From an optimization exercise on the open Yosys and OpenROAD flow, aimed at small area and a short achievable clock period; shortcuts taken in it are not production practice. In this exercise RTL edits were held to simulation tests only and were not proved equivalent to the original. No driver is modelled on the clock port, so clocking that relies on it looks cheaper here than on a real chip. Power figures rest on the tool's default switching activity, not on a simulated workload.

job 101:
// easyobv_lb
module easyobv_lb
(
    input logic clk,
    input logic rst,
    input logic pause,
    input logic clear,
    output logic timeout,
    input logic [87:0] instr_tdata,
    input logic instr_tvalid,
    output logic instr_tready,
    output logic [63:0] traffic_tdata,
    output logic traffic_tvalid,
    output logic [7:0] traffic_tkeep,
    output logic traffic_tlast,
    output logic [3:0] traffic_tdest,
    input logic traffic_tready,
    input logic [63:0] rx_mon_tdata,
    input logic rx_mon_tvalid,
    input logic rx_mon_tready,
    input logic [7:0] rx_mon_tkeep,
    input logic rx_mon_tlast,
    input logic [3:0] rx_mon_tdest,
    output logic mismatch,
    output logic [19:0] time_cnt,
    output logic [19:0] tx_pkt_cnt,
    output logic [19:0] tx_time_elapsed,
    output logic [19:0] tx_transferred_size,
    output logic [19:0] rx_pkt_cnt,
    output logic [19:0] rx_time_elapsed,
    output logic [19:0] rx_transferred_size,
    output logic [19:0] latency_sum
);
    axis_gen u_axis_gen (
        .clk            (clk),
        .rst            (rst),
        .pause          (pause),
        .clear          (clear),
        .timeout        (timeout),
        .instr_tdata    (instr_tdata[85:0]),
        .instr_tvalid   (instr_tvalid),
        .instr_tready   (instr_tready),
        .traffic_tdata  (traffic_tdata),
  ...
==> flow/config.mk <==
export PLATFORM = sky130hd
export DESIGN_NAME = easyobv_lb
export DESIGN_NICKNAME = easyobv_lb
export VERILOG_FILES = /design/flow/design.v
export SDC_FILE = /design/flow/constraint.sdc
export NUM_CORES = 4
export LEC_CHECK = 0
export CAP_MARGIN = 20
export CORE_MARGIN = 2
export CORE_UTILIZATION = 70
export CTS_CLUSTER_DIAMETER = 90
export CTS_CLUSTER_SIZE = 28
export SETUP_SLACK_MARGIN = 4.1
export SLEW_MARGIN = 20
export SYNTH_HIERARCHICAL = 1
export SYNTH_MINIMUM_KEEP_SIZE = 0
==> flow/constraint.sdc <==
create_clock -name core_clock -period 7.0 [get_ports {clk}]
set_input_delay 1.4000 -clock core_clock [delete_from_list [all_inputs] [get_ports {clk}]]
set_output_delay 1.4000 -clock core_clock [all_outputs]
set_load 0.01 [all_outputs]
standard.sh (not shown) runs the stock make flow with config.mk's settings and CLKGATE_MAP_FILE= SYNTH_SCRIPT=/design/flow/synth_recipe.tcl, a recipe that flattens the netlist after the stock synthesis.
==> flow/flow/run.sh <==
#!/bin/bash
# The standard layout, with two changes: plain buf_1 cells as the port buffers instead
# of the delay buffers buffer_ports picks by default, and, after clock tree synthesis,
# the gate that drives the instr_tready port takes its inputs straight from the port
# buffers (eco.tcl) rather than through the buffers placement put after them.
set -euo pipefail
export BUFFER_PORTS_ARGS="-buffer_cell sky130_fd_sc_hd__buf_1"
bash standard.sh cts > standard_cts.log 2>&1
R=orfs/results/sky130hd/easyobv_lb/base
printf 'read_db %s\nsource flow/eco.tcl\nwrite_db %s\n' $R/4_cts.odb $R/4_cts.odb > eco_run.tcl
openroad -no_init -exit eco_run.tcl > eco.log 2>&1
bash standard.sh > standard_finish.log 2>&1
==> flow/flow/eco.tcl <==
# Shorten the input-to-output path to instr_tready: its gate takes its inputs
# straight from the port buffers, and the gate and the output buffer are upsized.
proc drv_inst {net} {
  foreach it [$net getITerms] {
    if {[$it isOutputSignal]} { return [$it getInst] }
  }
  return ""
}
proc in_net {inst} {
  foreach it [$inst getITerms] {
    if {[$it isInputSignal] && [$it getNet] != "NULL"} { return [$it getNet] }
  }
  return ""
}
set block [ord::get_db_block]
set obuf [drv_inst [[$block findBTerm instr_tready] getNet]]
set gate [drv_inst [in_net $obuf]]
puts "output buffer [$obuf getName] [[$obuf getMaster] getName], gate [$gate getName] [[$gate getMaster] getName]"
foreach it [$gate getITerms] {
  if {![$it isInputSignal]} continue
  set net [$it getNet]
  set d [drv_inst $net]
  # walk back through buffers to the port buffer
  while {$d != "" && [string match "*buf*" [[$d getMaster] getName]] && ![string match "input*" [$d getName]]} {
    set up [in_net $d]
    set dd [drv_inst $up]
    if {$dd == ""} break
    set net $up
    set d $dd
  }
  if {$net != [$it getNet]} {
    puts "  [$it getMTerm] ([[$it getMTerm] getName]): [[$it getNet] getName] -> [$net getName]"
    $it disconnect
    $it connect $net
  }
}
Job 101 went all the way through synthesis, placement and routing and the layout is clean on timing, DRC and antenna.
diff inputs: job 101 => job 102
- SETUP_SLACK_MARGIN now 3.9, was 4.1
- CORE_UTILIZATION now 80, was 70
### Flow results
- Job 102 ran to completion and came out clean on the timing, DRC and antenna checks.
- Per the final summary, job 101 finished and its layout is clean on timing, DRC and antenna.
- When job 102 is measured against job 101, its fraction of power consumed by the clock network turns out 0.2 points lower.
- Taking job 101 as the reference, in job 102 post-detailed-route via-to-cell ratio has increased, time the worst path needs with I/O delays and setup went up, routed wire length +about 2%, wire length of the first global-routing pass saw an increase.
- Between job 102 and job 101, the overall power after layout does not differ in any meaningful way.
- The final period utilization of job 101 and that of job 102 are within noise of each other.
- Compared with job 101, job 102 degrades final worst-path setup slack.
- Comparing job 101 and job 102, the lower worst slack at placement was measured on job 102.
The inputs of job 103 differ from those of job 102 as listed below.
- CORE_UTILIZATION changed from 80 to 75
--- outcome ---
Diff job 102 -> job 103 | total power divided by cell area | decrease of 0.67%. In terms of total number of H-tree levels, job 102 and job 103 differ only marginally. Delta (job 103 minus job 102): met1 track demand over resource in global routing shrank by 2.6 points, worst voltage drop across the vdd grid shrank by about 3.5%, count of endpoints failing setup in the final report held steady. Compared with job 102, the router placed fewer vias in job 103. ~same layout overhead on the synthesized area in job 103 and job 102. Job 103 vs. job 102: share of the clock period used by the worst path shrank by 0.31 points; number of nets in the finished design held steady.
### job 103 -> job 104
- CORE_UTILIZATION: 75 -> 70
[summary]
Job 104 closes out successfully: all stages finished, all timing, DRC and antenna checks passed.
Finished layout cell area: job 104 vs job 103 — no meaningful difference
Cmp job 103 and job 104 / routed via count / higher: job 103
Total power of job 104 is on par with job 103.
Job 104 ends up with a global-route usage that is 2.7 points lower than in job 103.
Input-level comparison between job 105 and job 104:
- a change of CTS_CLUSTER_SIZE from 28 to 24
- a change of CTS_CLUSTER_DIAMETER from 90 to 80
- Job 105 completed; timing, DRC and antenna clean
- Job 105 drops more vias than job 104.
- For the relative area change from synthesis to final layout, job 105 came in 0.55 points higher than job 104 did.
- Between job 105 and job 104, the relative contribution of combinational cells to total power does not differ in any meaningful way.
- Compared with job 104, in job 105 sum of routed wire length over all layers barely changed, net switching power climbed 0.097 mW.

## re-timing with driven ports
No port has a modelled driver above. Below, the same layouts with a new extraction and two added sets of constraints.
Step 1: set_driving_cell puts a clkbuf_16 on clk and a buf_2 on each other input, an assumption about the parent block.
Step 2 times the ports against the registers' clock, not the clock port: input delays grow and output delays shrink by t, the midpoint of the rising clock arrivals with the driver on.
a / b / c = no drivers / after step 1 / after step 2; a / b = the first two.
| run | t, ns | setup WS [ns] | hold slack, ns | worst register clock-pin slew, ns |
|---|---|---|---|---|
| job 101 | 0.799 | 3.764 / 3.717 / 3.190 | 0.440 / 0.440 / 0.440 | 0.11 / 0.11 |
| job 102 | 0.792 | 3.758 / 3.706 / 2.997 | 0.440 / 0.440 / 0.440 | 0.12 / 0.12 |
| job 103 | 0.794 | 3.780 / 3.714 / 3.085 | 0.447 / 0.447 / 0.447 | 0.11 / 0.11 |
| job 104 | 0.789 | 3.780 / 3.734 / 3.090 | 0.445 / 0.445 / 0.445 | 0.11 / 0.11 |
| job 105 | 0.803 | 3.777 / 3.729 / 3.097 | 0.442 / 0.442 / 0.442 | 0.10 / 0.10 |
After both steps every run listed still meets setup and hold. For job 102, which loses most, drivers alone change the setup slack by -0.052 ns; drivers and shift together by -0.761 ns.
